Source: an optimization exercise on an open RTL-to-GDS flow (aim: small area, a short achievable clock period and few clock cycles per item). Production flows keep margins and buffers that such runs may drop. At most, simulation tests tie the RTL to the original design; equivalence was not proved.

// fir_top
module fir_top (
    input  wire       clk,
    input  wire       resetN,
    input  wire       sampleClk,
    input  wire [7:0] sample,
    output reg  [7:0] sum,
    output reg        dav
);
Settings: LEC_CHECK=0, CAP_MARGIN=20, CORE_MARGIN=2, CORE_UTILIZATION=40, SETUP_SLACK_MARGIN=5, SLEW_MARGIN=20, SYNTH_HIERARCHICAL=1; clock period 10.0 ns.
run.sh (not shown) runs the stock make flow with config.mk's settings and CLKGATE_MAP_FILE= SYNTH_SCRIPT=/design/flow/synth_recipe.tcl, a recipe that flattens the netlist after the stock synthesis.
Change:
==> flow/flow/run.sh (new file) <==
#!/bin/bash
# The standard layout (the standard.sh, ORFS from synthesis to the final
# layout) with timing repair aiming at a tighter setup margin than the flow
# settings allow; ORFS writes each tool's log under orfs/logs, and make's own
# output goes to flow_make.log here.
set -euo pipefail
bash standard.sh SETUP_SLACK_MARGIN=7 finish > flow_make.log 2>&1
==> flow/standard.sh (new file) <==
#!/bin/bash
# synth_recipe.tcl (not shown) runs the flow's synth.tcl, then flattens the netlist and writes it again
# the make line also repeats each setting of config.mk as NAME=value (left out here)
make -C /OpenROAD-flow-scripts/flow DESIGN_CONFIG=/design/flow/config.mk WORK_HOME=/design/flow/orfs CLKGATE_MAP_FILE= SYNTH_SCRIPT=/design/flow/synth_recipe.tcl "${@:-finish}"
Settings changed: SETUP_SLACK_MARGIN 5 to not set.
removed: flow/run.sh
Effect: The changed run completed without violations. Hold slack gains 3.4 ps. Core utilization rose by 6.8 points. Sequential share of layout area goes down by 4.5 points. Cell count rose by 8.1%. Via count grows by 7.1%. Wire length came out higher by 11%. Cell area is higher by 15%. Global-route usage rises by 1.7 points. Worst setup slack gets better by 540 ps. First-iteration DRC count came out higher by 10%.
Function was not checked in any run of this note: the RTL went through the layout flow alone.

* * *

Another version of the RTL of fir_top (not shown whole).
For scale: about 120 flip-flops, roughly 10000 sq um of cells after synthesis.
clock: 10.0 ns
lec_check: 0
cap_margin: 20
core_margin: 2
core_utilization: 40
setup_slack_margin: 5
slew_margin: 20
Stock flow here: none of the scripts above is used.
The starting point finished with timing, DRC and antenna clean.
==> next run, changes <==
- SETUP_SLACK_MARGIN: 5 -> 3
Hold slack gets worse by 0.0047 ns.
Clock skew increases by 0.0095 ns.
Non-clock buffer count decreases by 58.
Die area stays the same.
Fmax decreases by 10%.
==> next run, changes <==
- SETUP_SLACK_MARGIN: 3 -> default
=> Worst hold slack barely changes. Register-to-register slack got worse by 0.03 ns. Cell area stays flat. Synthesized cell count does not change. Die area is unchanged. Routed wire length hardly moves.
No run of this note included a check of the RTL's function; only the layout flow was run.

* * *

Another version of the RTL of fir_top (not shown whole).
Size in the first run: roughly 710 cells after synthesis, roughly 160 flip-flops, ~20 I/O pins, about 10000 um^2 of cells after synthesis.
==> flow/config.mk <==
export PLATFORM = sky130hd
export DESIGN_NAME = fir_top
export DESIGN_NICKNAME = fir_top
export VERILOG_FILES = /design/flow/design.v
export SDC_FILE = /design/flow/constraint.sdc
export NUM_CORES = 4
export LEC_CHECK = 0
export CAP_MARGIN = 20
export CORE_MARGIN = 2
export CORE_UTILIZATION = 65
export CTS_BUF_LIST = sky130_fd_sc_hd__clkbuf_8
export CTS_CLUSTER_SIZE = 30
export SETUP_SLACK_MARGIN = 5
export SLEW_MARGIN = 20
export SYNTH_HIERARCHICAL = 1
==> flow/constraint.sdc <==
create_clock -name core_clock -period 10.0 [get_ports {clk}]
set_input_delay 2.0000 -clock core_clock [delete_from_list [all_inputs] [get_ports {clk}]]
set_output_delay 2.0000 -clock core_clock [all_outputs]
set_load 0.01 [all_outputs]
standard.sh (not shown) runs the stock make flow with config.mk's settings and CLKGATE_MAP_FILE= SYNTH_SCRIPT=/design/flow/synth_recipe.tcl, a recipe that flattens the netlist after the stock synthesis.
==> flow/flow/run.sh <==
#!/bin/bash
# The standard layout (the standard.sh: ORFS from synthesis to the final
# layout), with timing repair aiming at a larger setup margin than the flow
# settings allow and the port buffers made of sky130_fd_sc_hd__buf_2. make's
# output goes to flow_make.log; each ORFS step writes its own log under
# orfs/logs, copied here at the end.
set -euo pipefail
bash standard.sh SETUP_SLACK_MARGIN=6.4 "BUFFER_PORTS_ARGS=-buffer_cell sky130_fd_sc_hd__buf_2" finish > flow_make.log 2>&1
cp orfs/logs/*/fir_top/base/*.log . 2>/dev/null || true
Testbench counts at the start, summed over its fixed seeds: cycles 12,008, items 12,000.
Next try:
--- a/flow/flow/run.sh
+++ b/flow/flow/run.sh
@@ -7,3 +7,3 @@
 set -euo pipefail
-bash standard.sh SETUP_SLACK_MARGIN=6.4 "BUFFER_PORTS_ARGS=-buffer_cell sky130_fd_sc_hd__buf_2" finish > flow_make.log 2>&1
+bash standard.sh SETUP_SLACK_MARGIN=6.2 "BUFFER_PORTS_ARGS=-buffer_cell sky130_fd_sc_hd__buf_2" finish > flow_make.log 2>&1
 cp orfs/logs/*/fir_top/base/*.log . 2>/dev/null || true
=> Count of clock-buffer cells in the layout stays the same. Routed wire length fell by 6.5%. Design area fell by 3.3%.
Next try:
--- a/flow/flow/run.sh
+++ b/flow/flow/run.sh
@@ -7,3 +7,3 @@
 set -euo pipefail
-bash standard.sh SETUP_SLACK_MARGIN=6.2 "BUFFER_PORTS_ARGS=-buffer_cell sky130_fd_sc_hd__buf_2" finish > flow_make.log 2>&1
+bash standard.sh SETUP_SLACK_MARGIN=6.0 "BUFFER_PORTS_ARGS=-buffer_cell sky130_fd_sc_hd__buf_2" finish > flow_make.log 2>&1
 cp orfs/logs/*/fir_top/base/*.log . 2>/dev/null || true
Settings changed: CORE_UTILIZATION 65 to 72.
The new run passed the timing, design-rule and antenna checks.
Worst setup slack degrades by 0.040 ns.
Synthesized cell count is unchanged.
Sequential cell count is unchanged.
Routed wire length went up by about 3.7%.
Core utilization went up by 5.9 points.
Sequential share of layout area went up by 0.93 points.
Next try:
==> flow/flow/run.sh (replaced) <==
#!/bin/bash
# The standard layout (the standard.sh: ORFS from synthesis to the final
# layout), with timing repair aiming at a larger setup margin than the flow
# settings allow and the port buffers made of sky130_fd_sc_hd__buf_4. make's
# output goes to flow_make.log; each ORFS step writes its own log under
# orfs/logs, copied here at the end.
set -euo pipefail
bash standard.sh SETUP_SLACK_MARGIN=6.0 "BUFFER_PORTS_ARGS=-buffer_cell sky130_fd_sc_hd__buf_4" finish > flow_make.log 2>&1
cp orfs/logs/*/fir_top/base/*.log . 2>/dev/null || true
Settings changed: CORE_UTILIZATION 72 to 65.
Effect: Wire length went down by 4.7%. Non-clock buffer count stays the same. Cell count increases by 0.84%. Critical path depth came out lower by 1. Register-to-register slack hardly moves. Core utilization goes down by 7.2 points. Die area came out higher by about 10%. Synthesized area is unchanged. Fmax came out higher by 0.77%.

==> static timing again, ports no longer ideal <==
In the flow no input, the clock included, has a driving cell. The finished layouts below were timed again as built, in two steps. Step 1: set_driving_cell puts a clkbuf_16 on clk and a buf_2 on each other input, an assumption about the parent block. Step 2 times the ports against the registers' clock, not the clock port: input delays grow and output delays shrink by t, the midpoint of the rising clock arrivals with the driver on. Slacks: ideal ports / drivers / drivers and shift; pairs: ideal ports / drivers.
run	shift t [ns]	slack for setup (ns)	worst data-port slew with drivers (ns)	cell pins on the clock port's net
the first run of note 1	0.478	5.225 / 5.251 / 4.773	0.03	1
the second run of note 1	0.487	5.768 / 5.768 / 5.619	0.06	1
the first run of note 2	0.469	4.169 / 4.169 / 4.169	0.04	1
the second run of note 2	0.455	3.501 / 3.501 / 3.501	0.04	1
the third run of note 2	0.455	3.472 / 3.472 / 3.472	0.04	1
the first run of note 3	0.491	6.061 / 6.021 / 5.958	0.03	1
the second run of note 3	0.489	6.071 / 6.032 / 5.853	0.03	1
the third run of note 3	0.505	6.031 / 5.994 / 5.690	0.03	1
the fourth run of note 3	0.500	6.061 / 6.019 / 5.693	0.03	1
After both steps every run listed still meets setup and hold. The setup slack of the first run of note 1, which loses most, moves by +0.026 ns with the drivers and by -0.452 ns with both steps.
